Context: an optimization exercise on an open-source flow, tuned for small area and a short achievable clock period. The choices shown serve that exercise and are no tape-out recipe.
Only simulation tests tie the RTL to the original design; equivalence was not proved.
Power is estimated from default activity; no workload was simulated.

## flow/design.v (module list and top-level ports; edited modules follow where they fit)
// module TwistPE: 30 lines
// module TwistMac: 350 lines
// module TwistMesh: 77 lines
// module twist_mesh_top: 31 lines
module twist_mesh_top #(
     parameter N_p = 4
)(
     input  logic                clk_i
    ,input  logic                reset_i
    ,input  logic [N_p*8-1:0]    in_weight_i
    ,input  logic [N_p-1:0]      in_lock_i
    ,input  logic [N_p*8-1:0]    in_ifmap_i
    ,input  logic [N_p*32-1:0]   in_psum_i
    ,input  logic                in_propagate_i
    ,input  logic                in_valid_i
    ,input  logic                in_last_i
    ,output logic [N_p*32-1:0]   out_psum_o
    ,output logic                out_valid_o
    ,output logic                out_last_o
);
  // ...
==> flow/run.sh <==
#!/bin/bash
# synth_recipe.tcl (not shown) runs the flow's synth.tcl, then flattens the netlist and writes it again
# the make line also repeats each setting of config.mk as NAME=value (left out here)
make -C /OpenROAD-flow-scripts/flow DESIGN_CONFIG=/design/flow/config.mk WORK_HOME=/design/flow/orfs CLKGATE_MAP_FILE= SYNTH_SCRIPT=/design/flow/synth_recipe.tcl finish
==> flow/config.mk <==
export PLATFORM = sky130hd
export DESIGN_NAME = twist_mesh_top
export DESIGN_NICKNAME = twist_mesh_top
export VERILOG_FILES = /design/flow/design.v
export SDC_FILE = /design/flow/constraint.sdc
export NUM_CORES = 4
export LEC_CHECK = 0
export CAP_MARGIN = 20
export CORE_MARGIN = 2
export CORE_UTILIZATION = 40
export SLEW_MARGIN = 20
==> flow/constraint.sdc <==
create_clock -name core_clock -period 11.0 [get_ports {clk_i}]
set_input_delay 2.2000 -clock core_clock [delete_from_list [all_inputs] [get_ports {clk_i}]]
set_output_delay 2.2000 -clock core_clock [all_outputs]
set_load 0.01 [all_outputs]
==> summary.txt, run 1 <==
top-area cell type share of the netlist area: 24.1%
worst reg-to-reg setup slack: 3.22 ns
DP Cell Count: 10.6k
syn avg cell area: 8.77 µm²
crit-path max cell delay: 0.90 ns
status: timing/DRC/antenna clean
via/cell ratio: 5.32
multi-input logic area: 49900 µm²
fraction of area in multi-input gates: 62.2%
tapcell count: 2340
IO Port Bufs: 330
kind of critical path: flop to primary output
comb_multi_in: 6140
Initial DRT Pass Iterations: 5
WP depth: 19
fin cells: 10.8k
CTS Buf Count: 95
Hold Slack: 0.412 ns
P&R area growth vs syn: 12.6%
fin. max-slew vios: 0
max reg flops: 384
most frequent cells in the layout: 1039 x nand2_1, 899 x inv_1, 855 x dfxtp_1
Reg power frac: 22.3%
Worst Setup End Kind: primary output
RSZ-0062 raised after global routing: no
sequential power: 4.25 mW
reg2reg end: u_mesh.psum_r[87]
==> module TwistPE, before the edit <==
module TwistPE (
     input  logic               clk_i
    ,input  logic               reset_i
    ,input  logic signed [7:0]  in_weight_i
    ,input  logic               in_rise_i       
    ,input  logic signed [7:0]  in_ifmap_i
    ,input  logic        [31:0] in_psum_i
    ,output logic        [31:0] out_psum_o
    ,input  logic               in_propagate_i
    ,input  logic               in_valid_i
);
    logic signed [7:0] buffer1_r, buffer2_r;
    always_ff @(posedge clk_i) begin
        if (reset_i) begin
            buffer1_r <= '0;
            buffer2_r <= '0;
        end else if (in_valid_i & in_rise_i) begin
            if (in_propagate_i) buffer1_r <= in_weight_i;
            else                buffer2_r <= in_weight_i;
        end
    end
    logic signed [7:0] weight_sel;
    assign weight_sel = in_propagate_i ? buffer2_r : buffer1_r;
    TwistMac u_mac (
         .a_i (in_ifmap_i)
        ,.w_i (weight_sel)
        ,.s_i (in_psum_i)
        ,.o_o (out_psum_o)
    );
endmodule
==> module TwistMesh, before the edit <==
module TwistMesh #(
     parameter N_p = 4
)(
     input  logic                    clk_i
    ,input  logic                    reset_i
    ,input  logic [N_p-1:0][7:0]     in_weight_i
    ,input  logic [N_p-1:0]          in_lock_i
    ,input  logic [N_p-1:0][7:0]     in_ifmap_i
    ,input  logic [N_p-1:0][31:0]    in_psum_i
    ,input  logic                    in_propagate_i
    ,input  logic                    in_valid_i
    ,input  logic                    in_last_i
    ,output logic [N_p-1:0][31:0]    out_psum_o
    ,output logic                    out_valid_o
    ,output logic                    out_last_o
);
    logic [N_p-1:1] valid_r, last_r;
    always_ff @(posedge clk_i) begin
        if (reset_i) begin
            valid_r <= '0;
            last_r  <= '0;
        end else begin
            valid_r <= {valid_r[N_p-2:1], in_valid_i};
            last_r  <= {last_r[N_p-2:1],  in_last_i};
        end
    end
    logic [N_p-1:0] col_valid;
    assign col_valid = {valid_r, in_valid_i};
    logic [N_p-1:0] lock_hist_r;
    always_ff @(posedge clk_i) begin
        if (reset_i)         lock_hist_r <= '0;
        else if (in_valid_i) lock_hist_r <= in_lock_i;
    end
    logic [N_p-1:1][N_p-1:0] rise_r;     
    logic [N_p-1:0][N_p-1:0] rise;
    assign rise = {rise_r, in_lock_i & ~lock_hist_r};
    always_ff @(posedge clk_i) rise_r <= rise[N_p-2:0];
    logic [N_p-1:1] prop_r;
    logic [N_p-1:0] prop;
    assign prop = {prop_r, in_propagate_i};
    always_ff @(posedge clk_i) prop_r <= prop[N_p-2:0];
    logic [N_p-1:0][N_p-1:1][7:0]  weight_r;    
    logic [N_p-1:0][N_p-1:1][7:0]  ifmap_r;
    logic [N_p-1:0][N_p-1:1][31:0] psum_r;
    logic [N_p-1:0][N_p-1:0][7:0]  weight;
    logic [N_p-1:0][N_p-1:0][7:0]  ifmap;
    logic [N_p-1:0][N_p-1:0][31:0] psum_in;
    logic [N_p-1:0][N_p-1:0][31:0] psum_out;
    for (genvar r = 0; r < N_p; r++) begin : g_row
        assign weight[r]  = {weight_r[r], in_weight_i[r]};
        assign ifmap[r]   = {ifmap_r[r],  in_ifmap_i[r]};
        assign psum_in[r] = {psum_r[r],   in_psum_i[r]};
        for (genvar c = 1; c < N_p; c++) begin : g_pipe
            always_ff @(posedge clk_i) begin
                weight_r[r][c] <= weight[r][c-1];
                ifmap_r[r][c]  <= ifmap[(r+1)%N_p][c-1];
                psum_r[r][c]   <= psum_out[r][c-1];
            end
        end
        for (genvar c = 0; c < N_p; c++) begin : g_col
            TwistPE u_pe (
                 .clk_i          (clk_i)
                ,.reset_i        (reset_i)
                ,.in_weight_i    (weight[r][c])
                ,.in_rise_i      (rise[c][(r+c)%N_p])
                ,.in_ifmap_i     (ifmap[r][c])
                ,.in_psum_i      (psum_in[r][c])
                ,.out_psum_o     (psum_out[r][c])
                ,.in_propagate_i (prop[c])
                ,.in_valid_i     (col_valid[c])
            );
        end
        assign out_psum_o[r] = psum_out[r][N_p-1];
    end
    assign out_valid_o = valid_r[N_p-1];
    assign out_last_o  = last_r[N_p-1];
endmodule
==> inputs of run 2 (changes only) <==
==> flow/design.v (replaced) <==
module TwistPE (
     input  logic       clk_i
    ,input  logic       reset_i
    ,input  logic [7:0] in_weight_i
    ,input  logic       in_load_i         
    ,input  logic       in_prop_i         
    ,input  logic       in_prop_next_i    
    ,output logic [7:0] weight_o          
    ,output logic [7:0] weight_next_o     
);
    logic [7:0] a_r, b_r, b_load;
    logic       swap;
    assign b_load = in_load_i ? in_weight_i : b_r;
    assign swap   = in_prop_i ^ in_prop_next_i;
    assign weight_o      = a_r;
    assign weight_next_o = swap ? b_load : a_r;
    always_ff @(posedge clk_i) begin
        if (reset_i) begin
            a_r <= '0;
            b_r <= '0;
        end else begin
            a_r <= swap ? b_load : a_r;
            b_r <= swap ? a_r    : b_load;
        end
    end
endmodule
module TwTree0 (
     input  logic [7:0]  a_i
    ,input  logic [7:0]  w_i
    ,input  logic [15:0] s_i
    ,output logic [17:0] x_o
    ,output logic [17:0] y_o
);
    wire n0, n1, n2, n3, n4, n5, n6, n7, n8, n9, n10, n11, n12, n13, n14, n15;
    wire n16, n17, n18, n19, n20, n21, n22, n23, n24, n25, n26, n27, n28, n29, n30, n31;
    wire n32, n33, n34, n35, n36, n37, n38, n39, n40, n41, n42, n43, n44, n45, n46, n47;
    wire n48, n49, n50, n51, n52, n53, n54, n55, n56, n57, n58, n59, n60, n61, n62, n63;
    wire n64, n65, n66, n67, n68, n69, n70, n71, n72, n73, n74, n75, n76, n77, n78, n79;
    wire n80, n81, n82, n83, n84, n85, n86, n87, n88, n89, n90, n91, n92, n93, n94, n95;
    wire n96, n97, n98, n99, n100, n101, n102, n103, n104, n105, n106, n107, n108, n109, n110, n111;
    wire n112, n113;
    assign n0 = s_i[1] ^ (a_i[0] & w_i[1]);
    assign n1 = s_i[1] & (a_i[0] & w_i[1]);
    assign n2 = s_i[2] ^ (a_i[0] & w_i[2]) ^ (a_i[1] & w_i[1]);
    assign n3 = (s_i[2] & (a_i[0] & w_i[2])) | (s_i[2] & (a_i[1] & w_i[1])) | ((a_i[0] & w_i[2]) & (a_i[1] & w_i[1]));
    assign n4 = (a_i[2] & w_i[0]) ^ n1;
    assign n5 = (a_i[2] & w_i[0]) & n1;
    assign n6 = s_i[3] ^ (a_i[0] & w_i[3]) ^ (a_i[1] & w_i[2]);
    assign n7 = (s_i[3] & (a_i[0] & w_i[3])) | (s_i[3] & (a_i[1] & w_i[2])) | ((a_i[0] & w_i[3]) & (a_i[1] & w_i[2]));
    assign n8 = (a_i[2] & w_i[1]) ^ (a_i[3] & w_i[0]) ^ n5;
    assign n9 = ((a_i[2] & w_i[1]) & (a_i[3] & w_i[0])) | ((a_i[2] & w_i[1]) & n5) | ((a_i[3] & w_i[0]) & n5);
    assign n10 = n3 ^ n6;
    assign n11 = n3 & n6;
    assign n12 = s_i[4] ^ (a_i[0] & w_i[4]) ^ (a_i[1] & w_i[3]);
    assign n13 = (s_i[4] & (a_i[0] & w_i[4])) | (s_i[4] & (a_i[1] & w_i[3])) | ((a_i[0] & w_i[4]) & (a_i[1] & w_i[3]));
    assign n14 = (a_i[2] & w_i[2]) ^ (a_i[3] & w_i[1]) ^ (a_i[4] & w_i[0]);
    assign n15 = ((a_i[2] & w_i[2]) & (a_i[3] & w_i[1])) | ((a_i[2] & w_i[2]) & (a_i[4] & w_i[0])) | ((a_i[3] & w_i[1]) & (a_i[4] & w_i[0]));
    assign n16 = n7 ^ n12 ^ n14;
    assign n17 = (n7 & n12) | (n7 & n14) | (n12 & n14);
    assign n18 = n11 ^ n9;
    assign n19 = n11 & n9;
    assign n20 = s_i[5] ^ (a_i[0] & w_i[5]) ^ (a_i[1] & w_i[4]);
    assign n21 = (s_i[5] & (a_i[0] & w_i[5])) | (s_i[5] & (a_i[1] & w_i[4])) | ((a_i[0] & w_i[5]) & (a_i[1] & w_i[4]));
    assign n22 = (a_i[2] & w_i[3]) ^ (a_i[3] & w_i[2]) ^ (a_i[4] & w_i[1]);
    assign n23 = ((a_i[2] & w_i[3]) & (a_i[3] & w_i[2])) | ((a_i[2] & w_i[3]) & (a_i[4] & w_i[1])) | ((a_i[3] & w_i[2]) & (a_i[4] & w_i[1]));
    assign n24 = (a_i[5] & w_i[0]) ^ n13 ^ n15;
    assign n25 = ((a_i[5] & w_i[0]) & n13) | ((a_i[5] & w_i[0]) & n15) | (n13 & n15);
    assign n26 = n20 ^ n22 ^ n17;
    assign n27 = (n20 & n22) | (n20 & n17) | (n22 & n17);
    assign n28 = n24 ^ n19;
    assign n29 = n24 & n19;
    assign n30 = s_i[6] ^ (a_i[0] & w_i[6]) ^ (a_i[1] & w_i[5]);
    assign n31 = (s_i[6] & (a_i[0] & w_i[6])) | (s_i[6] & (a_i[1] & w_i[5])) | ((a_i[0] & w_i[6]) & (a_i[1] & w_i[5]));
    assign n32 = (a_i[2] & w_i[4]) ^ (a_i[3] & w_i[3]) ^ (a_i[4] & w_i[2]);
    assign n33 = ((a_i[2] & w_i[4]) & (a_i[3] & w_i[3])) | ((a_i[2] & w_i[4]) & (a_i[4] & w_i[2])) | ((a_i[3] & w_i[3]) & (a_i[4] & w_i[2]));
    assign n34 = (a_i[5] & w_i[1]) ^ (a_i[6] & w_i[0]) ^ n21;
    assign n35 = ((a_i[5] & w_i[1]) & (a_i[6] & w_i[0])) | ((a_i[5] & w_i[1]) & n21) | ((a_i[6] & w_i[0]) & n21);
    assign n36 = n23 ^ n30 ^ n32;
    assign n37 = (n23 & n30) | (n23 & n32) | (n30 & n32);
    assign n38 = n25 ^ n34 ^ n36;
    assign n39 = (n25 & n34) | (n25 & n36) | (n34 & n36);
    assign n40 = n29 ^ n27;
    assign n41 = n29 & n27;
    assign n42 = s_i[7] ^ (a_i[1] & w_i[6]) ^ (a_i[2] & w_i[5]);
    assign n43 = (s_i[7] & (a_i[1] & w_i[6])) | (s_i[7] & (a_i[2] & w_i[5])) | ((a_i[1] & w_i[6]) & (a_i[2] & w_i[5]));
    assign n44 = (a_i[3] & w_i[4]) ^ (a_i[4] & w_i[3]) ^ (a_i[5] & w_i[2]);
    assign n45 = ((a_i[3] & w_i[4]) & (a_i[4] & w_i[3])) | ((a_i[3] & w_i[4]) & (a_i[5] & w_i[2])) | ((a_i[4] & w_i[3]) & (a_i[5] & w_i[2]));
    assign n46 = (a_i[6] & w_i[1]) ^ ~(a_i[0] & w_i[7]) ^ ~(a_i[7] & w_i[0]);
    assign n47 = ((a_i[6] & w_i[1]) & ~(a_i[0] & w_i[7])) | ((a_i[6] & w_i[1]) & ~(a_i[7] & w_i[0])) | (~(a_i[0] & w_i[7]) & ~(a_i[7] & w_i[0]));
    assign n48 = n31 ^ n33 ^ n42;
    assign n49 = (n31 & n33) | (n31 & n42) | (n33 & n42);
    assign n50 = n44 ^ n46 ^ n35;
    assign n51 = (n44 & n46) | (n44 & n35) | (n46 & n35);
    assign n52 = n37 ^ n48 ^ n50;
    assign n53 = (n37 & n48) | (n37 & n50) | (n48 & n50);
    assign n54 = n39 ^ n41;
    assign n55 = n39 & n41;
    assign n56 = 1'b1 ^ s_i[8] ^ (a_i[2] & w_i[6]);
    assign n57 = (1'b1 & s_i[8]) | (1'b1 & (a_i[2] & w_i[6])) | (s_i[8] & (a_i[2] & w_i[6]));
    assign n58 = (a_i[3] & w_i[5]) ^ (a_i[4] & w_i[4]) ^ (a_i[5] & w_i[3]);
    assign n59 = ((a_i[3] & w_i[5]) & (a_i[4] & w_i[4])) | ((a_i[3] & w_i[5]) & (a_i[5] & w_i[3])) | ((a_i[4] & w_i[4]) & (a_i[5] & w_i[3]));
    assign n60 = (a_i[6] & w_i[2]) ^ ~(a_i[1] & w_i[7]) ^ ~(a_i[7] & w_i[1]);
    assign n61 = ((a_i[6] & w_i[2]) & ~(a_i[1] & w_i[7])) | ((a_i[6] & w_i[2]) & ~(a_i[7] & w_i[1])) | (~(a_i[1] & w_i[7]) & ~(a_i[7] & w_i[1]));
    assign n62 = n43 ^ n45 ^ n47;
    assign n63 = (n43 & n45) | (n43 & n47) | (n45 & n47);
    assign n64 = n56 ^ n58 ^ n60;
    assign n65 = (n56 & n58) | (n56 & n60) | (n58 & n60);
    assign n66 = n49 ^ n62 ^ n64;
    assign n67 = (n49 & n62) | (n49 & n64) | (n62 & n64);
    assign n68 = n51 ^ n66 ^ n53;
    assign n69 = (n51 & n66) | (n51 & n53) | (n66 & n53);
    assign n70 = s_i[9] ^ (a_i[3] & w_i[6]) ^ (a_i[4] & w_i[5]);
    assign n71 = (s_i[9] & (a_i[3] & w_i[6])) | (s_i[9] & (a_i[4] & w_i[5])) | ((a_i[3] & w_i[6]) & (a_i[4] & w_i[5]));
    assign n72 = (a_i[5] & w_i[4]) ^ (a_i[6] & w_i[3]) ^ ~(a_i[2] & w_i[7]);
    assign n73 = ((a_i[5] & w_i[4]) & (a_i[6] & w_i[3])) | ((a_i[5] & w_i[4]) & ~(a_i[2] & w_i[7])) | ((a_i[6] & w_i[3]) & ~(a_i[2] & w_i[7]));
    assign n74 = ~(a_i[7] & w_i[2]) ^ n57 ^ n59;
    assign n75 = (~(a_i[7] & w_i[2]) & n57) | (~(a_i[7] & w_i[2]) & n59) | (n57 & n59);
    assign n76 = n61 ^ n70 ^ n72;
    assign n77 = (n61 & n70) | (n61 & n72) | (n70 & n72);
    assign n78 = n63 ^ n65 ^ n74;
    assign n79 = (n63 & n65) | (n63 & n74) | (n65 & n74);
    assign n80 = n76 ^ n67 ^ n78;
    assign n81 = (n76 & n67) | (n76 & n78) | (n67 & n78);
    assign n82 = s_i[10] ^ (a_i[4] & w_i[6]) ^ (a_i[5] & w_i[5]);
    assign n83 = (s_i[10] & (a_i[4] & w_i[6])) | (s_i[10] & (a_i[5] & w_i[5])) | ((a_i[4] & w_i[6]) & (a_i[5] & w_i[5]));
    assign n84 = (a_i[6] & w_i[4]) ^ ~(a_i[3] & w_i[7]) ^ ~(a_i[7] & w_i[3]);
    assign n85 = ((a_i[6] & w_i[4]) & ~(a_i[3] & w_i[7])) | ((a_i[6] & w_i[4]) & ~(a_i[7] & w_i[3])) | (~(a_i[3] & w_i[7]) & ~(a_i[7] & w_i[3]));
    assign n86 = n71 ^ n73 ^ n82;
    assign n87 = (n71 & n73) | (n71 & n82) | (n73 & n82);
    assign n88 = n84 ^ n75 ^ n77;
    assign n89 = (n84 & n75) | (n84 & n77) | (n75 & n77);
    assign n90 = n86 ^ n79 ^ n88;
    assign n91 = (n86 & n79) | (n86 & n88) | (n79 & n88);
    assign n92 = s_i[11] ^ (a_i[5] & w_i[6]) ^ (a_i[6] & w_i[5]);
    assign n93 = (s_i[11] & (a_i[5] & w_i[6])) | (s_i[11] & (a_i[6] & w_i[5])) | ((a_i[5] & w_i[6]) & (a_i[6] & w_i[5]));
    assign n94 = ~(a_i[4] & w_i[7]) ^ ~(a_i[7] & w_i[4]) ^ n83;
    assign n95 = (~(a_i[4] & w_i[7]) & ~(a_i[7] & w_i[4])) | (~(a_i[4] & w_i[7]) & n83) | (~(a_i[7] & w_i[4]) & n83);
    assign n96 = n85 ^ n92 ^ n87;
    assign n97 = (n85 & n92) | (n85 & n87) | (n92 & n87);
    assign n98 = n94 ^ n89 ^ n96;
    assign n99 = (n94 & n89) | (n94 & n96) | (n89 & n96);
    assign n100 = s_i[12] ^ (a_i[6] & w_i[6]) ^ ~(a_i[5] & w_i[7]);
    assign n101 = (s_i[12] & (a_i[6] & w_i[6])) | (s_i[12] & ~(a_i[5] & w_i[7])) | ((a_i[6] & w_i[6]) & ~(a_i[5] & w_i[7]));
    assign n102 = ~(a_i[7] & w_i[5]) ^ n93 ^ n100;
    assign n103 = (~(a_i[7] & w_i[5]) & n93) | (~(a_i[7] & w_i[5]) & n100) | (n93 & n100);
    assign n104 = n95 ^ n102 ^ n97;
    assign n105 = (n95 & n102) | (n95 & n97) | (n102 & n97);
    assign n106 = s_i[13] ^ ~(a_i[6] & w_i[7]) ^ ~(a_i[7] & w_i[6]);
    assign n107 = (s_i[13] & ~(a_i[6] & w_i[7])) | (s_i[13] & ~(a_i[7] & w_i[6])) | (~(a_i[6] & w_i[7]) & ~(a_i[7] & w_i[6]));
    assign n108 = n101 ^ n106 ^ n103;
    assign n109 = (n101 & n106) | (n101 & n103) | (n106 & n103);
    assign n110 = s_i[14] ^ (a_i[7] & w_i[7]) ^ n107;
    assign n111 = (s_i[14] & (a_i[7] & w_i[7])) | (s_i[14] & n107) | ((a_i[7] & w_i[7]) & n107);
    assign n112 = 1'b1 ^ s_i[15] ^ n111;
    assign n113 = (1'b1 & s_i[15]) | (1'b1 & n111) | (s_i[15] & n111);
    assign x_o = {1'b0, n113, n112, n110, n108, n104, n91, n81, n80, n55, n52, n38, n28, n16, n10, n2, (a_i[1] & w_i[0]), s_i[0]};
    assign y_o = {1'b0, 1'b0, 1'b0, n109, n105, n99, n98, n90, n69, n68, n54, n40, n26, n18, n8, n4, n0, (a_i[0] & w_i[0])};
endmodule
module TwMerge (
     input  logic [7:0]  a_i
    ,input  logic [7:0]  w_i
    ,input  logic [17:0] xi_i
    ,input  logic [17:0] yi_i
    ,input  logic [15:0] hi_i
    ,output logic [17:0] x_o
    ,output logic [17:0] y_o
);
    wire pos, neg, sat;
    wire [17:0] xs, ys;
    wire n0, n1, n2, n3, n4, n5, n6, n7, n8, n9, n10, n11, n12, n13, n14, n15;
    wire n16, n17, n18, n19, n20, n21, n22, n23, n24, n25, n26, n27, n28, n29, n30, n31;
    wire n32, n33, n34, n35, n36, n37, n38, n39, n40, n41, n42, n43, n44, n45, n46, n47;
    wire n48, n49, n50, n51, n52, n53, n54, n55, n56, n57, n58, n59, n60, n61, n62, n63;
    wire n64, n65, n66, n67, n68, n69, n70, n71, n72, n73, n74, n75, n76, n77, n78, n79;
    wire n80, n81, n82, n83, n84, n85, n86, n87, n88, n89, n90, n91, n92, n93, n94, n95;
    wire n96, n97, n98, n99, n100, n101, n102, n103, n104, n105, n106, n107, n108, n109, n110, n111;
    wire n112, n113, n114, n115, n116, n117, n118, n119, n120, n121, n122, n123, n124, n125, n126, n127;
    wire n128, n129, n130, n131, n132, n133, n134, n135, n136, n137, n138, n139, n140, n141, n142, n143;
    wire n144, n145, n146, n147, n148, n149, n150, n151, n152, n153, n154, n155, n156, n157, n158, n159;
    wire n160, n161, n162, n163, n164, n165, n166, n167, n168, n169, n170, n171, n172, n173, n174, n175;
    wire n176, n177, n178, n179, n180, n181, n182, n183, n184, n185, n186, n187, n188, n189, n190, n191;
    wire n192, n193, n194, n195, n196, n197, n198, n199, n200, n201, n202, n203, n204, n205, n206, n207;
    wire n208, n209, n210, n211, n212, n213, n214, n215, n216, n217, n218, n219, n220, n221, n222, n223;
    wire n224, n225, n226, n227, n228, n229, n230, n231, n232, n233, n234, n235, n236, n237, n238, n239;
    wire n240, n241, n242, n243, n244, n245, n246, n247, n248, n249, n250, n251, n252, n253, n254, n255;
    wire n256, n257, n258, n259, n260, n261, n262, n263, n264, n265, n266, n267, n268, n269, n270, n271;
    wire n272, n273, n274, n275, n276, n277, n278, n279, n280, n281, n282, n283, n284, n285, n286, n287;
    wire n288, n289, n290, n291, n292, n293, n294, n295, n296, n297, n298, n299, n300, n301, n302, n303;
    wire n304, n305, n306, n307, n308, n309, n310, n311, n312, n313, n314, n315, n316, n317, n318, n319;
    wire n320;
    assign n0 = xi_i[0] & yi_i[0];
    assign n1 = xi_i[1] & yi_i[1];
    assign n2 = xi_i[2] & yi_i[2];
    assign n3 = xi_i[3] & yi_i[3];
    assign n4 = xi_i[4] & yi_i[4];
    assign n5 = xi_i[5] & yi_i[5];
    assign n6 = xi_i[6] & yi_i[6];
    assign n7 = xi_i[7] & yi_i[7];
    assign n8 = xi_i[8] & yi_i[8];
    assign n9 = xi_i[9] & yi_i[9];
    assign n10 = xi_i[10] & yi_i[10];
    assign n11 = xi_i[11] & yi_i[11];
    assign n12 = xi_i[12] & yi_i[12];
    assign n13 = xi_i[13] & yi_i[13];
    assign n14 = xi_i[14] & yi_i[14];
    assign n15 = xi_i[15] & yi_i[15];
    assign n16 = xi_i[16] & yi_i[16];
    assign n17 = xi_i[17] & yi_i[17];
    assign n18 = xi_i[0] ^ yi_i[0];
    assign n19 = xi_i[1] ^ yi_i[1];
    assign n20 = xi_i[2] ^ yi_i[2];
    assign n21 = xi_i[3] ^ yi_i[3];
    assign n22 = xi_i[4] ^ yi_i[4];
    assign n23 = xi_i[5] ^ yi_i[5];
    assign n24 = xi_i[6] ^ yi_i[6];
    assign n25 = xi_i[7] ^ yi_i[7];
    assign n26 = xi_i[8] ^ yi_i[8];
    assign n27 = xi_i[9] ^ yi_i[9];
    assign n28 = xi_i[10] ^ yi_i[10];
    assign n29 = xi_i[11] ^ yi_i[11];
    assign n30 = xi_i[12] ^ yi_i[12];
    assign n31 = xi_i[13] ^ yi_i[13];
    assign n32 = xi_i[14] ^ yi_i[14];
    assign n33 = xi_i[15] ^ yi_i[15];
    assign n34 = xi_i[16] ^ yi_i[16];
    assign n35 = xi_i[17] ^ yi_i[17];
    assign n36 = n1 | (n19 & n0);
    assign n37 = n19 & n18;
    assign n38 = n2 | (n20 & n1);
    assign n39 = n20 & n19;
    assign n40 = n3 | (n21 & n2);
    assign n41 = n21 & n20;
    assign n42 = n4 | (n22 & n3);
    assign n43 = n22 & n21;
    assign n44 = n5 | (n23 & n4);
    assign n45 = n23 & n22;
    assign n46 = n6 | (n24 & n5);
    assign n47 = n24 & n23;
    assign n48 = n7 | (n25 & n6);
    assign n49 = n25 & n24;
    assign n50 = n8 | (n26 & n7);
    assign n51 = n26 & n25;
    assign n52 = n9 | (n27 & n8);
    assign n53 = n27 & n26;
    assign n54 = n10 | (n28 & n9);
    assign n55 = n28 & n27;
    assign n56 = n11 | (n29 & n10);
    assign n57 = n29 & n28;
    assign n58 = n12 | (n30 & n11);
    assign n59 = n30 & n29;
    assign n60 = n13 | (n31 & n12);
    assign n61 = n31 & n30;
    assign n62 = n14 | (n32 & n13);
    assign n63 = n32 & n31;
    assign n64 = n15 | (n33 & n14);
    assign n65 = n33 & n32;
    assign n66 = n16 | (n34 & n15);
    assign n67 = n34 & n33;
    assign n68 = n17 | (n35 & n16);
    assign n69 = n35 & n34;
    assign n70 = n38 | (n39 & n0);
    assign n71 = n39 & n18;
    assign n72 = n40 | (n41 & n36);
    assign n73 = n41 & n37;
    assign n74 = n42 | (n43 & n38);
    assign n75 = n43 & n39;
    assign n76 = n44 | (n45 & n40);
    assign n77 = n45 & n41;
    assign n78 = n46 | (n47 & n42);
    assign n79 = n47 & n43;
    assign n80 = n48 | (n49 & n44);
    assign n81 = n49 & n45;
    assign n82 = n50 | (n51 & n46);
    assign n83 = n51 & n47;
    assign n84 = n52 | (n53 & n48);
    assign n85 = n53 & n49;
    assign n86 = n54 | (n55 & n50);
    assign n87 = n55 & n51;
    assign n88 = n56 | (n57 & n52);
    assign n89 = n57 & n53;
    assign n90 = n58 | (n59 & n54);
    assign n91 = n59 & n55;
    assign n92 = n60 | (n61 & n56);
    assign n93 = n61 & n57;
    assign n94 = n62 | (n63 & n58);
    assign n95 = n63 & n59;
    assign n96 = n64 | (n65 & n60);
    assign n97 = n65 & n61;
    assign n98 = n66 | (n67 & n62);
    assign n99 = n67 & n63;
    assign n100 = n68 | (n69 & n64);
    assign n101 = n69 & n65;
    assign n102 = n74 | (n75 & n0);
    assign n103 = n75 & n18;
    assign n104 = n76 | (n77 & n36);
    assign n105 = n77 & n37;
    assign n106 = n78 | (n79 & n70);
    assign n107 = n79 & n71;
    assign n108 = n80 | (n81 & n72);
    assign n109 = n81 & n73;
    assign n110 = n82 | (n83 & n74);
    assign n111 = n83 & n75;
    assign n112 = n84 | (n85 & n76);
    assign n113 = n85 & n77;
    assign n114 = n86 | (n87 & n78);
    assign n115 = n87 & n79;
    assign n116 = n88 | (n89 & n80);
    assign n117 = n89 & n81;
    assign n118 = n90 | (n91 & n82);
    assign n119 = n91 & n83;
    assign n120 = n92 | (n93 & n84);
    assign n121 = n93 & n85;
    assign n122 = n94 | (n95 & n86);
    assign n123 = n95 & n87;
    assign n124 = n96 | (n97 & n88);
    assign n125 = n97 & n89;
    assign n126 = n98 | (n99 & n90);
    assign n127 = n99 & n91;
    assign n128 = n100 | (n101 & n92);
    assign n129 = n101 & n93;
    assign n130 = n110 | (n111 & n0);
    assign n131 = n111 & n18;
    assign n132 = n112 | (n113 & n36);
    assign n133 = n113 & n37;
    assign n134 = n114 | (n115 & n70);
    assign n135 = n115 & n71;
    assign n136 = n116 | (n117 & n72);
    assign n137 = n117 & n73;
    assign n138 = n118 | (n119 & n102);
    assign n139 = n119 & n103;
    assign n140 = n120 | (n121 & n104);
    assign n141 = n121 & n105;
    assign n142 = n122 | (n123 & n106);
    assign n143 = n123 & n107;
    assign n144 = n124 | (n125 & n108);
    assign n145 = n125 & n109;
    assign n146 = n126 | (n127 & n110);
    assign n147 = n127 & n111;
    assign n148 = n128 | (n129 & n112);
    assign n149 = n129 & n113;
    assign n150 = n146 | (n147 & n0);
    assign n151 = n147 & n18;
    assign n152 = n148 | (n149 & n36);
    assign n153 = n149 & n37;
    assign n154 = n19 ^ n0;
    assign n155 = n20 ^ n36;
    assign n156 = n21 ^ n70;
    assign n157 = n22 ^ n72;
    assign n158 = n23 ^ n102;
    assign n159 = n24 ^ n104;
    assign n160 = n25 ^ n106;
    assign n161 = n26 ^ n108;
    assign n162 = n27 ^ n130;
    assign n163 = n28 ^ n132;
    assign n164 = n29 ^ n134;
    assign n165 = n30 ^ n136;
    assign n166 = n31 ^ n138;
    assign n167 = n32 ^ n140;
    assign n168 = n33 ^ n142;
    assign n169 = n34 ^ n144;
    assign n170 = n35 ^ n150;
    assign pos = n170 & (hi_i == 16'h7fff);
    assign neg = ~n170 & ~n169 & (hi_i == 16'h8000);
    assign sat = pos | neg;
    assign xs = sat ? {1'b0, 1'b1, {16{pos}}} : xi_i;
    assign ys = sat ? 18'd0 : yi_i;
    assign n171 = (a_i[0] & w_i[0]) ^ xs[0];
    assign n172 = (a_i[0] & w_i[0]) & xs[0];
    assign n173 = (a_i[0] & w_i[1]) ^ (a_i[1] & w_i[0]) ^ xs[1];
    assign n174 = ((a_i[0] & w_i[1]) & (a_i[1] & w_i[0])) | ((a_i[0] & w_i[1]) & xs[1]) | ((a_i[1] & w_i[0]) & xs[1]);
    assign n175 = ys[1] ^ n172;
    assign n176 = ys[1] & n172;
    assign n177 = (a_i[0] & w_i[2]) ^ (a_i[1] & w_i[1]) ^ (a_i[2] & w_i[0]);
    assign n178 = ((a_i[0] & w_i[2]) & (a_i[1] & w_i[1])) | ((a_i[0] & w_i[2]) & (a_i[2] & w_i[0])) | ((a_i[1] & w_i[1]) & (a_i[2] & w_i[0]));
    assign n179 = n177 ^ xs[2] ^ ys[2];
    assign n180 = (n177 & xs[2]) | (n177 & ys[2]) | (xs[2] & ys[2]);
    assign n181 = n174 ^ n176;
    assign n182 = n174 & n176;
    assign n183 = (a_i[0] & w_i[3]) ^ (a_i[1] & w_i[2]) ^ (a_i[2] & w_i[1]);
    assign n184 = ((a_i[0] & w_i[3]) & (a_i[1] & w_i[2])) | ((a_i[0] & w_i[3]) & (a_i[2] & w_i[1])) | ((a_i[1] & w_i[2]) & (a_i[2] & w_i[1]));
    assign n185 = (a_i[3] & w_i[0]) ^ n178 ^ n183;
    assign n186 = ((a_i[3] & w_i[0]) & n178) | ((a_i[3] & w_i[0]) & n183) | (n178 & n183);
    assign n187 = n185 ^ xs[3] ^ ys[3];
    assign n188 = (n185 & xs[3]) | (n185 & ys[3]) | (xs[3] & ys[3]);
    assign n189 = n180 ^ n187;
    assign n190 = n180 & n187;
    assign n191 = (a_i[0] & w_i[4]) ^ (a_i[1] & w_i[3]) ^ (a_i[2] & w_i[2]);
    assign n192 = ((a_i[0] & w_i[4]) & (a_i[1] & w_i[3])) | ((a_i[0] & w_i[4]) & (a_i[2] & w_i[2])) | ((a_i[1] & w_i[3]) & (a_i[2] & w_i[2]));
    assign n193 = (a_i[3] & w_i[1]) ^ (a_i[4] & w_i[0]) ^ n184;
    assign n194 = ((a_i[3] & w_i[1]) & (a_i[4] & w_i[0])) | ((a_i[3] & w_i[1]) & n184) | ((a_i[4] & w_i[0]) & n184);
    assign n195 = n191 ^ n186 ^ n193;
    assign n196 = (n191 & n186) | (n191 & n193) | (n186 & n193);
    assign n197 = n195 ^ xs[4] ^ ys[4];
    assign n198 = (n195 & xs[4]) | (n195 & ys[4]) | (xs[4] & ys[4]);
    assign n199 = n188 ^ n197;
    assign n200 = n188 & n197;
    assign n201 = (a_i[0] & w_i[5]) ^ (a_i[1] & w_i[4]) ^ (a_i[2] & w_i[3]);
    assign n202 = ((a_i[0] & w_i[5]) & (a_i[1] & w_i[4])) | ((a_i[0] & w_i[5]) & (a_i[2] & w_i[3])) | ((a_i[1] & w_i[4]) & (a_i[2] & w_i[3]));
    assign n203 = (a_i[3] & w_i[2]) ^ (a_i[4] & w_i[1]) ^ (a_i[5] & w_i[0]);
    assign n204 = ((a_i[3] & w_i[2]) & (a_i[4] & w_i[1])) | ((a_i[3] & w_i[2]) & (a_i[5] & w_i[0])) | ((a_i[4] & w_i[1]) & (a_i[5] & w_i[0]));
    assign n205 = n192 ^ n201 ^ n203;
    assign n206 = (n192 & n201) | (n192 & n203) | (n201 & n203);
    assign n207 = n194 ^ n205 ^ n196;
    assign n208 = (n194 & n205) | (n194 & n196) | (n205 & n196);
    assign n209 = n207 ^ xs[5] ^ ys[5];
    assign n210 = (n207 & xs[5]) | (n207 & ys[5]) | (xs[5] & ys[5]);
    assign n211 = n198 ^ n209;
    assign n212 = n198 & n209;
    assign n213 = (a_i[0] & w_i[6]) ^ (a_i[1] & w_i[5]) ^ (a_i[2] & w_i[4]);
    assign n214 = ((a_i[0] & w_i[6]) & (a_i[1] & w_i[5])) | ((a_i[0] & w_i[6]) & (a_i[2] & w_i[4])) | ((a_i[1] & w_i[5]) & (a_i[2] & w_i[4]));
    assign n215 = (a_i[3] & w_i[3]) ^ (a_i[4] & w_i[2]) ^ (a_i[5] & w_i[1]);
    assign n216 = ((a_i[3] & w_i[3]) & (a_i[4] & w_i[2])) | ((a_i[3] & w_i[3]) & (a_i[5] & w_i[1])) | ((a_i[4] & w_i[2]) & (a_i[5] & w_i[1]));
    assign n217 = (a_i[6] & w_i[0]) ^ n202 ^ n204;
    assign n218 = ((a_i[6] & w_i[0]) & n202) | ((a_i[6] & w_i[0]) & n204) | (n202 & n204);
    assign n219 = n213 ^ n215 ^ n206;
    assign n220 = (n213 & n215) | (n213 & n206) | (n215 & n206);
    assign n221 = n217 ^ n219 ^ n208;
    assign n222 = (n217 & n219) | (n217 & n208) | (n219 & n208);
    assign n223 = xs[6] ^ ys[6] ^ n221;
    assign n224 = (xs[6] & ys[6]) | (xs[6] & n221) | (ys[6] & n221);
    assign n225 = n210 ^ n212;
    assign n226 = n210 & n212;
    assign n227 = (a_i[1] & w_i[6]) ^ (a_i[2] & w_i[5]) ^ (a_i[3] & w_i[4]);
    assign n228 = ((a_i[1] & w_i[6]) & (a_i[2] & w_i[5])) | ((a_i[1] & w_i[6]) & (a_i[3] & w_i[4])) | ((a_i[2] & w_i[5]) & (a_i[3] & w_i[4]));
    assign n229 = (a_i[4] & w_i[3]) ^ (a_i[5] & w_i[2]) ^ (a_i[6] & w_i[1]);
    assign n230 = ((a_i[4] & w_i[3]) & (a_i[5] & w_i[2])) | ((a_i[4] & w_i[3]) & (a_i[6] & w_i[1])) | ((a_i[5] & w_i[2]) & (a_i[6] & w_i[1]));
    assign n231 = ~(a_i[0] & w_i[7]) ^ ~(a_i[7] & w_i[0]) ^ n214;
    assign n232 = (~(a_i[0] & w_i[7]) & ~(a_i[7] & w_i[0])) | (~(a_i[0] & w_i[7]) & n214) | (~(a_i[7] & w_i[0]) & n214);
    assign n233 = n216 ^ n227 ^ n229;
    assign n234 = (n216 & n227) | (n216 & n229) | (n227 & n229);
    assign n235 = n218 ^ n231 ^ n233;
    assign n236 = (n218 & n231) | (n218 & n233) | (n231 & n233);
    assign n237 = n220 ^ n235 ^ xs[7];
    assign n238 = (n220 & n235) | (n220 & xs[7]) | (n235 & xs[7]);
    assign n239 = ys[7] ^ n222 ^ n237;
    assign n240 = (ys[7] & n222) | (ys[7] & n237) | (n222 & n237);
    assign n241 = n224 ^ n226;
    assign n242 = n224 & n226;
    assign n243 = 1'b1 ^ (a_i[2] & w_i[6]) ^ (a_i[3] & w_i[5]);
    assign n244 = (1'b1 & (a_i[2] & w_i[6])) | (1'b1 & (a_i[3] & w_i[5])) | ((a_i[2] & w_i[6]) & (a_i[3] & w_i[5]));
    assign n245 = (a_i[4] & w_i[4]) ^ (a_i[5] & w_i[3]) ^ (a_i[6] & w_i[2]);
    assign n246 = ((a_i[4] & w_i[4]) & (a_i[5] & w_i[3])) | ((a_i[4] & w_i[4]) & (a_i[6] & w_i[2])) | ((a_i[5] & w_i[3]) & (a_i[6] & w_i[2]));
    assign n247 = ~(a_i[1] & w_i[7]) ^ ~(a_i[7] & w_i[1]) ^ n228;
    assign n248 = (~(a_i[1] & w_i[7]) & ~(a_i[7] & w_i[1])) | (~(a_i[1] & w_i[7]) & n228) | (~(a_i[7] & w_i[1]) & n228);
    assign n249 = n230 ^ n243 ^ n245;
    assign n250 = (n230 & n243) | (n230 & n245) | (n243 & n245);
    assign n251 = n232 ^ n234 ^ n247;
    assign n252 = (n232 & n234) | (n232 & n247) | (n234 & n247);
    assign n253 = n249 ^ n236 ^ n251;
    assign n254 = (n249 & n236) | (n249 & n251) | (n236 & n251);
    assign n255 = n253 ^ xs[8] ^ ys[8];
    assign n256 = (n253 & xs[8]) | (n253 & ys[8]) | (xs[8] & ys[8]);
    assign n257 = n238 ^ n255 ^ n240;
    assign n258 = (n238 & n255) | (n238 & n240) | (n255 & n240);
    assign n259 = (a_i[3] & w_i[6]) ^ (a_i[4] & w_i[5]) ^ (a_i[5] & w_i[4]);
    assign n260 = ((a_i[3] & w_i[6]) & (a_i[4] & w_i[5])) | ((a_i[3] & w_i[6]) & (a_i[5] & w_i[4])) | ((a_i[4] & w_i[5]) & (a_i[5] & w_i[4]));
    assign n261 = (a_i[6] & w_i[3]) ^ ~(a_i[2] & w_i[7]) ^ ~(a_i[7] & w_i[2]);
    assign n262 = ((a_i[6] & w_i[3]) & ~(a_i[2] & w_i[7])) | ((a_i[6] & w_i[3]) & ~(a_i[7] & w_i[2])) | (~(a_i[2] & w_i[7]) & ~(a_i[7] & w_i[2]));
    assign n263 = n244 ^ n246 ^ n259;
    assign n264 = (n244 & n246) | (n244 & n259) | (n246 & n259);
    assign n265 = n261 ^ n248 ^ n250;
    assign n266 = (n261 & n248) | (n261 & n250) | (n248 & n250);
    assign n267 = n263 ^ n252 ^ n265;
    assign n268 = (n263 & n252) | (n263 & n265) | (n252 & n265);
    assign n269 = n254 ^ n267 ^ xs[9];
    assign n270 = (n254 & n267) | (n254 & xs[9]) | (n267 & xs[9]);
    assign n271 = ys[9] ^ n256 ^ n269;
    assign n272 = (ys[9] & n256) | (ys[9] & n269) | (n256 & n269);
    assign n273 = (a_i[4] & w_i[6]) ^ (a_i[5] & w_i[5]) ^ (a_i[6] & w_i[4]);
    assign n274 = ((a_i[4] & w_i[6]) & (a_i[5] & w_i[5])) | ((a_i[4] & w_i[6]) & (a_i[6] & w_i[4])) | ((a_i[5] & w_i[5]) & (a_i[6] & w_i[4]));
    assign n275 = ~(a_i[3] & w_i[7]) ^ ~(a_i[7] & w_i[3]) ^ n260;
    assign n276 = (~(a_i[3] & w_i[7]) & ~(a_i[7] & w_i[3])) | (~(a_i[3] & w_i[7]) & n260) | (~(a_i[7] & w_i[3]) & n260);
    assign n277 = n262 ^ n273 ^ n264;
    assign n278 = (n262 & n273) | (n262 & n264) | (n273 & n264);
    assign n279 = n275 ^ n266 ^ n277;
    assign n280 = (n275 & n266) | (n275 & n277) | (n266 & n277);
    assign n281 = n268 ^ n279 ^ xs[10];
    assign n282 = (n268 & n279) | (n268 & xs[10]) | (n279 & xs[10]);
    assign n283 = ys[10] ^ n270 ^ n281;
    assign n284 = (ys[10] & n270) | (ys[10] & n281) | (n270 & n281);
    assign n285 = (a_i[5] & w_i[6]) ^ (a_i[6] & w_i[5]) ^ ~(a_i[4] & w_i[7]);
    assign n286 = ((a_i[5] & w_i[6]) & (a_i[6] & w_i[5])) | ((a_i[5] & w_i[6]) & ~(a_i[4] & w_i[7])) | ((a_i[6] & w_i[5]) & ~(a_i[4] & w_i[7]));
    assign n287 = ~(a_i[7] & w_i[4]) ^ n274 ^ n285;
    assign n288 = (~(a_i[7] & w_i[4]) & n274) | (~(a_i[7] & w_i[4]) & n285) | (n274 & n285);
    assign n289 = n276 ^ n287 ^ n278;
    assign n290 = (n276 & n287) | (n276 & n278) | (n287 & n278);
    assign n291 = n289 ^ n280 ^ xs[11];
    assign n292 = (n289 & n280) | (n289 & xs[11]) | (n280 & xs[11]);
    assign n293 = ys[11] ^ n282 ^ n291;
    assign n294 = (ys[11] & n282) | (ys[11] & n291) | (n282 & n291);
    assign n295 = (a_i[6] & w_i[6]) ^ ~(a_i[5] & w_i[7]) ^ ~(a_i[7] & w_i[5]);
    assign n296 = ((a_i[6] & w_i[6]) & ~(a_i[5] & w_i[7])) | ((a_i[6] & w_i[6]) & ~(a_i[7] & w_i[5])) | (~(a_i[5] & w_i[7]) & ~(a_i[7] & w_i[5]));
    assign n297 = n286 ^ n295 ^ n288;
    assign n298 = (n286 & n295) | (n286 & n288) | (n295 & n288);
    assign n299 = n297 ^ n290 ^ xs[12];
    assign n300 = (n297 & n290) | (n297 & xs[12]) | (n290 & xs[12]);
    assign n301 = ys[12] ^ n292 ^ n299;
    assign n302 = (ys[12] & n292) | (ys[12] & n299) | (n292 & n299);
    assign n303 = ~(a_i[6] & w_i[7]) ^ ~(a_i[7] & w_i[6]) ^ n296;
    assign n304 = (~(a_i[6] & w_i[7]) & ~(a_i[7] & w_i[6])) | (~(a_i[6] & w_i[7]) & n296) | (~(a_i[7] & w_i[6]) & n296);
    assign n305 = n303 ^ n298 ^ xs[13];
    assign n306 = (n303 & n298) | (n303 & xs[13]) | (n298 & xs[13]);
    assign n307 = ys[13] ^ n300 ^ n305;
    assign n308 = (ys[13] & n300) | (ys[13] & n305) | (n300 & n305);
    assign n309 = (a_i[7] & w_i[7]) ^ n304 ^ xs[14];
    assign n310 = ((a_i[7] & w_i[7]) & n304) | ((a_i[7] & w_i[7]) & xs[14]) | (n304 & xs[14]);
    assign n311 = ys[14] ^ n306 ^ n309;
    assign n312 = (ys[14] & n306) | (ys[14] & n309) | (n306 & n309);
    assign n313 = 1'b1 ^ xs[15] ^ ys[15];
    assign n314 = (1'b1 & xs[15]) | (1'b1 & ys[15]) | (xs[15] & ys[15]);
    assign n315 = n310 ^ n313;
    assign n316 = n310 & n313;
    assign n317 = xs[16] ^ ys[16] ^ n314;
    assign n318 = (xs[16] & ys[16]) | (xs[16] & n314) | (ys[16] & n314);
    assign n319 = xs[17] ^ ys[17];
    assign n320 = xs[17] & ys[17];
    assign x_o = {n319, n316, n315, n308, n302, n294, n284, n272, n271, n242, n239, n223, n200, n190, n182, n179, n173, ys[0]};
    assign y_o = {n318, n317, n312, n311, n307, n301, n293, n283, n258, n257, n241, n225, n211, n199, n189, n181, n175, n171};
endmodule
module TwFin (
     input  logic [17:0] x_i
    ,input  logic [17:0] y_i
    ,input  logic [15:0] hi_i
    ,output logic [31:0] o_o
);
    wire n0, n1, n2, n3, n4, n5, n6, n7, n8, n9, n10, n11, n12, n13, n14, n15;
    wire n16, n17, n18, n19, n20, n21, n22, n23, n24, n25, n26, n27, n28, n29, n30, n31;
    wire n32, n33, n34, n35, n36, n37, n38, n39, n40, n41, n42, n43, n44, n45, n46, n47;
    wire n48, n49, n50, n51, n52, n53, n54, n55, n56, n57, n58, n59, n60, n61, n62, n63;
    wire n64, n65, n66, n67, n68, n69, n70, n71, n72, n73, n74, n75, n76, n77, n78, n79;
    wire n80, n81, n82, n83, n84, n85, n86, n87, n88, n89, n90, n91, n92, n93, n94, n95;
    wire n96, n97, n98, n99, n100, n101, n102, n103, n104, n105, n106, n107, n108, n109, n110, n111;
    wire n112, n113, n114, n115, n116, n117, n118, n119, n120, n121, n122, n123, n124, n125, n126, n127;
    wire n128, n129, n130, n131, n132, n133, n134, n135, n136, n137, n138, n139, n140, n141, n142, n143;
    wire n144, n145, n146, n147, n148, n149, n150, n151, n152, n153, n154, n155, n156, n157, n158, n159;
    wire n160, n161, n162, n163, n164, n165, n166, n167, n168, n169, n170;
    assign n0 = x_i[0] & y_i[0];
    assign n1 = x_i[1] & y_i[1];
    assign n2 = x_i[2] & y_i[2];
    assign n3 = x_i[3] & y_i[3];
    assign n4 = x_i[4] & y_i[4];
    assign n5 = x_i[5] & y_i[5];
    assign n6 = x_i[6] & y_i[6];
    assign n7 = x_i[7] & y_i[7];
    assign n8 = x_i[8] & y_i[8];
    assign n9 = x_i[9] & y_i[9];
    assign n10 = x_i[10] & y_i[10];
    assign n11 = x_i[11] & y_i[11];
    assign n12 = x_i[12] & y_i[12];
    assign n13 = x_i[13] & y_i[13];
    assign n14 = x_i[14] & y_i[14];
    assign n15 = x_i[15] & y_i[15];
    assign n16 = x_i[16] & y_i[16];
    assign n17 = x_i[17] & y_i[17];
    assign n18 = x_i[0] ^ y_i[0];
    assign n19 = x_i[1] ^ y_i[1];
    assign n20 = x_i[2] ^ y_i[2];
    assign n21 = x_i[3] ^ y_i[3];
    assign n22 = x_i[4] ^ y_i[4];
    assign n23 = x_i[5] ^ y_i[5];
    assign n24 = x_i[6] ^ y_i[6];
    assign n25 = x_i[7] ^ y_i[7];
    assign n26 = x_i[8] ^ y_i[8];
    assign n27 = x_i[9] ^ y_i[9];
    assign n28 = x_i[10] ^ y_i[10];
    assign n29 = x_i[11] ^ y_i[11];
    assign n30 = x_i[12] ^ y_i[12];
    assign n31 = x_i[13] ^ y_i[13];
    assign n32 = x_i[14] ^ y_i[14];
    assign n33 = x_i[15] ^ y_i[15];
    assign n34 = x_i[16] ^ y_i[16];
    assign n35 = x_i[17] ^ y_i[17];
    assign n36 = n1 | (n19 & n0);
    assign n37 = n19 & n18;
    assign n38 = n2 | (n20 & n1);
    assign n39 = n20 & n19;
    assign n40 = n3 | (n21 & n2);
    assign n41 = n21 & n20;
    assign n42 = n4 | (n22 & n3);
    assign n43 = n22 & n21;
    assign n44 = n5 | (n23 & n4);
    assign n45 = n23 & n22;
    assign n46 = n6 | (n24 & n5);
    assign n47 = n24 & n23;
    assign n48 = n7 | (n25 & n6);
    assign n49 = n25 & n24;
    assign n50 = n8 | (n26 & n7);
    assign n51 = n26 & n25;
    assign n52 = n9 | (n27 & n8);
    assign n53 = n27 & n26;
    assign n54 = n10 | (n28 & n9);
    assign n55 = n28 & n27;
    assign n56 = n11 | (n29 & n10);
    assign n57 = n29 & n28;
    assign n58 = n12 | (n30 & n11);
    assign n59 = n30 & n29;
    assign n60 = n13 | (n31 & n12);
    assign n61 = n31 & n30;
    assign n62 = n14 | (n32 & n13);
    assign n63 = n32 & n31;
    assign n64 = n15 | (n33 & n14);
    assign n65 = n33 & n32;
    assign n66 = n16 | (n34 & n15);
    assign n67 = n34 & n33;
    assign n68 = n17 | (n35 & n16);
    assign n69 = n35 & n34;
    assign n70 = n38 | (n39 & n0);
    assign n71 = n39 & n18;
    assign n72 = n40 | (n41 & n36);
    assign n73 = n41 & n37;
    assign n74 = n42 | (n43 & n38);
    assign n75 = n43 & n39;
    assign n76 = n44 | (n45 & n40);
    assign n77 = n45 & n41;
    assign n78 = n46 | (n47 & n42);
    assign n79 = n47 & n43;
    assign n80 = n48 | (n49 & n44);
    assign n81 = n49 & n45;
    assign n82 = n50 | (n51 & n46);
    assign n83 = n51 & n47;
    assign n84 = n52 | (n53 & n48);
    assign n85 = n53 & n49;
    assign n86 = n54 | (n55 & n50);
    assign n87 = n55 & n51;
    assign n88 = n56 | (n57 & n52);
    assign n89 = n57 & n53;
    assign n90 = n58 | (n59 & n54);
    assign n91 = n59 & n55;
    assign n92 = n60 | (n61 & n56);
    assign n93 = n61 & n57;
    assign n94 = n62 | (n63 & n58);
    assign n95 = n63 & n59;
    assign n96 = n64 | (n65 & n60);
    assign n97 = n65 & n61;
    assign n98 = n66 | (n67 & n62);
    assign n99 = n67 & n63;
    assign n100 = n68 | (n69 & n64);
    assign n101 = n69 & n65;
    assign n102 = n74 | (n75 & n0);
    assign n103 = n75 & n18;
    assign n104 = n76 | (n77 & n36);
    assign n105 = n77 & n37;
    assign n106 = n78 | (n79 & n70);
    assign n107 = n79 & n71;
    assign n108 = n80 | (n81 & n72);
    assign n109 = n81 & n73;
    assign n110 = n82 | (n83 & n74);
    assign n111 = n83 & n75;
    assign n112 = n84 | (n85 & n76);
    assign n113 = n85 & n77;
    assign n114 = n86 | (n87 & n78);
    assign n115 = n87 & n79;
    assign n116 = n88 | (n89 & n80);
    assign n117 = n89 & n81;
    assign n118 = n90 | (n91 & n82);
    assign n119 = n91 & n83;
    assign n120 = n92 | (n93 & n84);
    assign n121 = n93 & n85;
    assign n122 = n94 | (n95 & n86);
    assign n123 = n95 & n87;
    assign n124 = n96 | (n97 & n88);
    assign n125 = n97 & n89;
    assign n126 = n98 | (n99 & n90);
    assign n127 = n99 & n91;
    assign n128 = n100 | (n101 & n92);
    assign n129 = n101 & n93;
    assign n130 = n110 | (n111 & n0);
    assign n131 = n111 & n18;
    assign n132 = n112 | (n113 & n36);
    assign n133 = n113 & n37;
    assign n134 = n114 | (n115 & n70);
    assign n135 = n115 & n71;
    assign n136 = n116 | (n117 & n72);
    assign n137 = n117 & n73;
    assign n138 = n118 | (n119 & n102);
    assign n139 = n119 & n103;
    assign n140 = n120 | (n121 & n104);
    assign n141 = n121 & n105;
    assign n142 = n122 | (n123 & n106);
    assign n143 = n123 & n107;
    assign n144 = n124 | (n125 & n108);
    assign n145 = n125 & n109;
    assign n146 = n126 | (n127 & n110);
    assign n147 = n127 & n111;
    assign n148 = n128 | (n129 & n112);
    assign n149 = n129 & n113;
    assign n150 = n146 | (n147 & n0);
    assign n151 = n147 & n18;
    assign n152 = n148 | (n149 & n36);
    assign n153 = n149 & n37;
    assign n154 = n19 ^ n0;
    assign n155 = n20 ^ n36;
    assign n156 = n21 ^ n70;
    assign n157 = n22 ^ n72;
    assign n158 = n23 ^ n102;
    assign n159 = n24 ^ n104;
    assign n160 = n25 ^ n106;
    assign n161 = n26 ^ n108;
    assign n162 = n27 ^ n130;
    assign n163 = n28 ^ n132;
    assign n164 = n29 ^ n134;
    assign n165 = n30 ^ n136;
    assign n166 = n31 ^ n138;
    assign n167 = n32 ^ n140;
    assign n168 = n33 ^ n142;
    assign n169 = n34 ^ n144;
    assign n170 = n35 ^ n150;
    wire [17:0] t = {n170, n169, n168, n167, n166, n165, n164, n163, n162, n161, n160, n159, n158, n157, n156, n155, n154, n18};
    wire inc = t[17] & t[16];
    wire dec = ~t[17];
    wire [15:0] ones, zeros;
    assign ones[0] = 1'b1;
    assign zeros[0] = 1'b1;
    assign ones[1] = ones[0] & hi_i[0];
    assign zeros[1] = zeros[0] & ~hi_i[0];
    assign ones[2] = ones[1] & hi_i[1];
    assign zeros[2] = zeros[1] & ~hi_i[1];
    assign ones[3] = ones[2] & hi_i[2];
    assign zeros[3] = zeros[2] & ~hi_i[2];
    assign ones[4] = ones[3] & hi_i[3];
    assign zeros[4] = zeros[3] & ~hi_i[3];
    assign ones[5] = ones[4] & hi_i[4];
    assign zeros[5] = zeros[4] & ~hi_i[4];
    assign ones[6] = ones[5] & hi_i[5];
    assign zeros[6] = zeros[5] & ~hi_i[5];
    assign ones[7] = ones[6] & hi_i[6];
    assign zeros[7] = zeros[6] & ~hi_i[6];
    assign ones[8] = ones[7] & hi_i[7];
    assign zeros[8] = zeros[7] & ~hi_i[7];
    assign ones[9] = ones[8] & hi_i[8];
    assign zeros[9] = zeros[8] & ~hi_i[8];
    assign ones[10] = ones[9] & hi_i[9];
    assign zeros[10] = zeros[9] & ~hi_i[9];
    assign ones[11] = ones[10] & hi_i[10];
    assign zeros[11] = zeros[10] & ~hi_i[10];
    assign ones[12] = ones[11] & hi_i[11];
    assign zeros[12] = zeros[11] & ~hi_i[11];
    assign ones[13] = ones[12] & hi_i[12];
    assign zeros[13] = zeros[12] & ~hi_i[12];
    assign ones[14] = ones[13] & hi_i[13];
    assign zeros[14] = zeros[13] & ~hi_i[13];
    assign ones[15] = ones[14] & hi_i[14];
    assign zeros[15] = zeros[14] & ~hi_i[14];
    wire [15:0] hi = hi_i ^ (({16{inc}} & ones) | ({16{dec}} & zeros));
    wire pos_ovf = inc & ones[15] & ~hi_i[15];
    wire neg_ovf = dec & zeros[15] & hi_i[15];
    assign o_o = pos_ovf ? 32'h7fff_ffff : neg_ovf ? 32'h8000_0000 : {hi, t[15:0]};
endmodule
module TwistMesh #(
     parameter N_p = 4
)(
     input  logic                    clk_i
    ,input  logic                    reset_i
    ,input  logic [N_p-1:0][7:0]     in_weight_i
    ,input  logic [N_p-1:0]          in_lock_i
    ,input  logic [N_p-1:0][7:0]     in_ifmap_i
    ,input  logic [N_p-1:0][31:0]    in_psum_i
    ,input  logic                    in_propagate_i
    ,input  logic                    in_valid_i
    ,input  logic                    in_last_i
    ,output logic [N_p-1:0][31:0]    out_psum_o
    ,output logic                    out_valid_o
    ,output logic                    out_last_o
);
    logic [N_p-1:1] valid_r, last_r;
    always_ff @(posedge clk_i) begin
        if (reset_i) begin
            valid_r <= '0;
            last_r  <= '0;
        end else begin
            valid_r <= {valid_r[N_p-2:1], in_valid_i};
            last_r  <= {last_r[N_p-2:1],  in_last_i};
        end
    end
    logic [N_p-1:0] col_valid;
    assign col_valid = {valid_r, in_valid_i};
    logic [N_p-1:0] lock_hist_r;
    always_ff @(posedge clk_i) begin
        if (reset_i)         lock_hist_r <= '0;
        else if (in_valid_i) lock_hist_r <= in_lock_i;
    end
    logic [N_p-1:1][N_p-1:0] rise_r;     
    logic [N_p-1:0][N_p-1:0] rise;
    assign rise = {rise_r, in_lock_i & ~lock_hist_r};
    always_ff @(posedge clk_i) rise_r <= rise[N_p-2:0];
    logic [N_p-1:1] prop_r;
    logic [N_p-1:0] prop;
    assign prop = {prop_r, in_propagate_i};
    always_ff @(posedge clk_i) prop_r <= prop[N_p-2:0];
    logic [N_p-1:0][N_p-1:1][7:0] weight_r;    
    logic [N_p-1:0][N_p-1:0][7:0] weight;
    logic [N_p-1:0][2:1][7:0]     ifmap_r;     
    for (genvar r = 0; r < N_p; r++) begin : g_pipe
        assign weight[r] = {weight_r[r], in_weight_i[r]};
        always_ff @(posedge clk_i) begin
            weight_r[r]   <= weight[r][N_p-2:0];
            ifmap_r[r][1] <= in_ifmap_i[(r+1)%N_p];
            ifmap_r[r][2] <= ifmap_r[(r+1)%N_p][1];
        end
    end
    logic [N_p-1:0][7:0] buf1_r, buf2_r, w0;
    for (genvar r = 0; r < N_p; r++) begin : g_col0
        always_ff @(posedge clk_i) begin
            if (reset_i) begin
                buf1_r[r] <= '0;
                buf2_r[r] <= '0;
            end else if (in_valid_i & rise[0][r]) begin
                if (in_propagate_i) buf1_r[r] <= in_weight_i[r];
                else                buf2_r[r] <= in_weight_i[r];
            end
        end
        assign w0[r] = in_propagate_i ? buf2_r[r] : buf1_r[r];
    end
    logic [N_p-1:0][N_p-1:1][7:0] w_act, w_nxt;
    for (genvar r = 0; r < N_p; r++) begin : g_row
        for (genvar c = 1; c < N_p; c++) begin : g_col
            TwistPE u_pe (
                 .clk_i          (clk_i)
                ,.reset_i        (reset_i)
                ,.in_weight_i    (weight[r][c])
                ,.in_load_i      (col_valid[c] & rise[c][(r+c)%N_p])
                ,.in_prop_i      (prop[c])
                ,.in_prop_next_i (prop[c-1])
                ,.weight_o       (w_act[r][c])
                ,.weight_next_o  (w_nxt[r][c])
            );
        end
    end
    for (genvar r = 0; r < N_p; r++) begin : g_psum
        logic [17:0] x0, y0, x0_r, y0_r;
        logic [15:0] h0_r;
        TwTree0 u_t0 (.a_i(in_ifmap_i[r]), .w_i(w0[r]), .s_i(in_psum_i[r][15:0]), .x_o(x0), .y_o(y0));
        always_ff @(posedge clk_i) begin
            x0_r <= x0;
            y0_r <= y0;
            h0_r <= in_psum_i[r][31:16];
        end
        logic [17:0] x1, y1;
        logic [31:0] o1, o1_r;
        TwMerge u_m1 (.a_i(ifmap_r[r][1]), .w_i(w_act[r][1]), .xi_i(x0_r), .yi_i(y0_r), .hi_i(h0_r), .x_o(x1), .y_o(y1));
        TwFin   u_f1 (.x_i(x1), .y_i(y1), .hi_i(h0_r), .o_o(o1));
        always_ff @(posedge clk_i) o1_r <= o1;
        logic [17:0] x2, y2, x3, y3, x3_r, y3_r;
        logic [15:0] h3_r;
        TwTree0 u_t2 (.a_i(ifmap_r[r][2]), .w_i(w_act[r][2]), .s_i(o1_r[15:0]), .x_o(x2), .y_o(y2));
        TwMerge u_m3 (.a_i(ifmap_r[(r+1)%N_p][2]), .w_i(w_nxt[r][3]), .xi_i(x2), .yi_i(y2), .hi_i(o1_r[31:16]), .x_o(x3), .y_o(y3));
        always_ff @(posedge clk_i) begin
            x3_r <= x3;
            y3_r <= y3;
            h3_r <= o1_r[31:16];
        end
        TwFin   u_f3 (.x_i(x3_r), .y_i(y3_r), .hi_i(h3_r), .o_o(out_psum_o[r]));
    end
    assign out_valid_o = valid_r[N_p-1];
    assign out_last_o  = last_r[N_p-1];
endmodule
module twist_mesh_top #(
     parameter N_p = 4
)(
     input  logic                clk_i
    ,input  logic                reset_i
    ,input  logic [N_p*8-1:0]    in_weight_i
    ,input  logic [N_p-1:0]      in_lock_i
    ,input  logic [N_p*8-1:0]    in_ifmap_i
    ,input  logic [N_p*32-1:0]   in_psum_i
    ,input  logic                in_propagate_i
    ,input  logic                in_valid_i
    ,input  logic                in_last_i
    ,output logic [N_p*32-1:0]   out_psum_o
    ,output logic                out_valid_o
    ,output logic                out_last_o
);
    TwistMesh #(.N_p(N_p)) u_mesh (
         .clk_i          (clk_i)
        ,.reset_i        (reset_i)
        ,.in_weight_i    (in_weight_i)
        ,.in_lock_i      (in_lock_i)
        ,.in_ifmap_i     (in_ifmap_i)
        ,.in_psum_i      (in_psum_i)
        ,.in_propagate_i (in_propagate_i)
        ,.in_valid_i     (in_valid_i)
        ,.in_last_i      (in_last_i)
        ,.out_psum_o     (out_psum_o)
        ,.out_valid_o    (out_valid_o)
        ,.out_last_o     (out_last_o)
    );
endmodule
==> summary.txt, run 2 <==
kind of critical path: flop to flop (was flop to primary output)
Distinct cells, synth: 80 (was 92)
most frequent cells in the layout: 983 x inv_1, 965 x dfxtp_1, 888 x fa_1 (was 1039 x nand2_1, 899 x inv_1, 855 x dfxtp_1)
IO Port Bufs: 330 (unchanged)
Worst Min Path Start: u_mesh.weight_r[56] (was u_mesh.weight_r[73])
Placeable Area: 174000 µm² (was 176000 µm²)
Initial DRT Pass Iterations: 6 (was 5)
CTS Buf Count: 105 (was 95)
crit-path max FO: 33 (was 28)
clock latency (worst-skew pair): 0.76 ns (was 0.71 ns)
Worst Setup End Kind: flop (was primary output)
cell taking the most area after synthesis: dfxtp_1 (unchanged)
P&R area growth vs syn: 13.3% (was 12.6%)
worst reg-to-reg setup slack: 3.17 ns (was 3.22 ns)
total wire length: 196000 µm (was 204000 µm)
remaining antenna violation count: 0 (unchanged)
Hold Slack: 0.351 ns (was 0.412 ns)
I/O pins: 331 (unchanged)
hold path depth: 0 (unchanged)
top post-synthesis cells by area: dfxtp_1 28%, fa_1 25%, ha_1 7.3% (was dfxtp_1 24%, fa_1 22%, ha_1 7.0%)
Max Fclk: 0.128 GHz (was 0.0974 GHz)
clk sinks: 965 (was 857)
buffers inserted by post-CTS timing repair: 0 (unchanged)
Max transition margin: 17.0% (was 25.7%)
antenna violations before repair: 15 (was 34)
Hold-fix buffers, CTS: 0 (unchanged)
via/cell ratio: 5.17 (was 5.32)
die area: 179000 µm² (was 182000 µm²)
first-pass GRT wire length: 307000 µm (was 321000 µm)
Initial DRC Count: 3266 (was 3862)
reg2reg end: u_mesh.g_psum[2].o1_r[21] (was u_mesh.psum_r[87])
critical path launch point type: flop (unchanged)
fin. max-slew vios: 0 (unchanged)
syn avg cell area: 9.35 µm² (was 8.77 µm²)
pre-CTS setup slack: 2.95 ns (was 1.21 ns)
# setup viols final: 0 (unchanged)
Async SR Flop Fraction: 0% (unchanged)
Pwr Density: 272 nW/µm² (was 238 nW/µm²)
Worst-Margin Slew: 1.21 ns (was 1.11 ns)
routability-driven placement congestion ratio: 0.906 (was 0.887)
top-area cell type share of the netlist area: 27.5% (was 24.1%)
max reg flops: 128 (was 384)
row count: 153 (was 154)
RSZ-0062 raised after global routing: no (unchanged)
status: timing/DRC/antenna clean (unchanged)
Hold Violations, Final: 0 (unchanged)
commonest non-fill, non-tap cell in the layout: inv_1 (was nand2_1)
most common cell in the netlist: inv_1 (was nand2_1)
H-tree depth: 3 (unchanged)
run 2: cell types whose count changed after synthesis, sizes merged, moves of 104 or more:
| cell | before | now |
|---|---|---|
| dfxtp | 857 | 965 |
| mux2i | 240 | 136 |
| and2 | 421 | 564 |
| a21oi | 423 | 311 |
| a211oi | 41 | 189 |
| o21ai | 456 | 278 |
| nand2 | 1039 | 786 |
| fa | 784 | 888 |
| nand3 | 234 | 121 |
| xnor2 | 188 | 75 |
run 2: area by class of cell:
| class | count | area (µm²) |
|---|---|---|
| Multi-Input combinational cell | 5292 | 46300 |
| Antenna cell | 3 | 7.51 |
| Sequential cell | 965 | 19300 |
| Inverter | 983 | 3690 |
| Clock buffer | 136 | 2860 |
| Tap cell | 2325 | 2910 |
| Fill cell | 16855 | 94700 |
| Timing Repair Buffer | 369 | 3600 |
| Clock inverter | 59 | 851 |
run 2: layer usage:
layer	up-vias	wire (µm)	part of all wire (%)	global-route usage [%]
met5	-	86	0.044	0
met2	1198	93000	48	36.6
met3	234	9600	4.9	2.66
met4	14	4940	2.5	6.11
met1	25999	88100	45	29.4
li1	24919	-	-	-
run 2: critical path, stage by stage, from the launching register on:
cell      delay, ns
dfxtp_1        0.40
or3_4          0.41
or3_4          0.36
or3_1          0.36
or3_4          0.39
nor4_4         0.34
nand4b_4       0.22
or3_1          0.78
a21oi_1        0.33
fa_1           0.19
inv_1          0.05
fa_1           0.37
fa_1           0.39
ha_1           0.37
and3_1         0.25
a31oi_1        0.16
o21ai_0        0.10
a41o_1         0.26
a311o_1        0.41
xnor2_1        0.59
nor2_1         0.34
nand2_1        0.42
o21ai_0        0.16
run 2: per-stage QoR:
stage,utilization (%),std cells,cell area (µm²)
6_report,45.7,10132,79500
5_1_grt,45.7,10129,79500
4_1_cts,45.6,10128,79500
3_5_place_dp,43.5,9933,75800
3_3_place_gp,43.5,9933,75800
2_1_floorplan,-,7515,70200
run 2: logic make-up after synthesis:
family / after synthesis / share of synthesized area [%]
adders and majority gates: 1300 / 32.7
muxes: 163 / 2.37
buffers and inverters: 1258 / 6.76
and+or+nand+nor: 2472 / 17.8
xor gates and xnor gates: 152 / 1.90
DFF: 965 / 27.5
AOI/OAI and AO/OA: 1205 / 11.0
run 2: report_power, final:
group          total, mW  internal (mW)  switching [mW]
sequential          4.86           4.31           0.545
combinational       13.0           5.69            7.35
clock               3.76           2.20            1.56
run 2: worst max-delay path by stage:
stage                                   startpoint                         to  slack, ns  depth (start not counted)
after floorplan           u_mesh.g_psum[2].h0_r[1]  u_mesh.g_psum[2].o1_r[19]       4.29                         25
after global placement    u_mesh.g_psum[2].h0_r[0]  u_mesh.g_psum[2].o1_r[27]       3.12                         21
after detailed placement  u_mesh.g_psum[2].h0_r[0]  u_mesh.g_psum[2].o1_r[11]       2.95                         20
after CTS                 u_mesh.g_psum[2].h0_r[0]  u_mesh.g_psum[2].o1_r[11]       2.93                         20
after global routing      u_mesh.g_psum[2].h0_r[0]  u_mesh.g_psum[2].o1_r[21]       2.64                         22
final                     u_mesh.g_psum[2].h0_r[0]  u_mesh.g_psum[2].o1_r[21]       3.17                         22

Re-timed with assumed drivers on the ports (clkbuf_16 on the clock, buf_2 on other inputs), run 2 has 3.109 ns of setup slack against 3.173 ns with ideal ports, and 3.173 ns once port delays also move by the mid clock arrival of 0.808 ns.
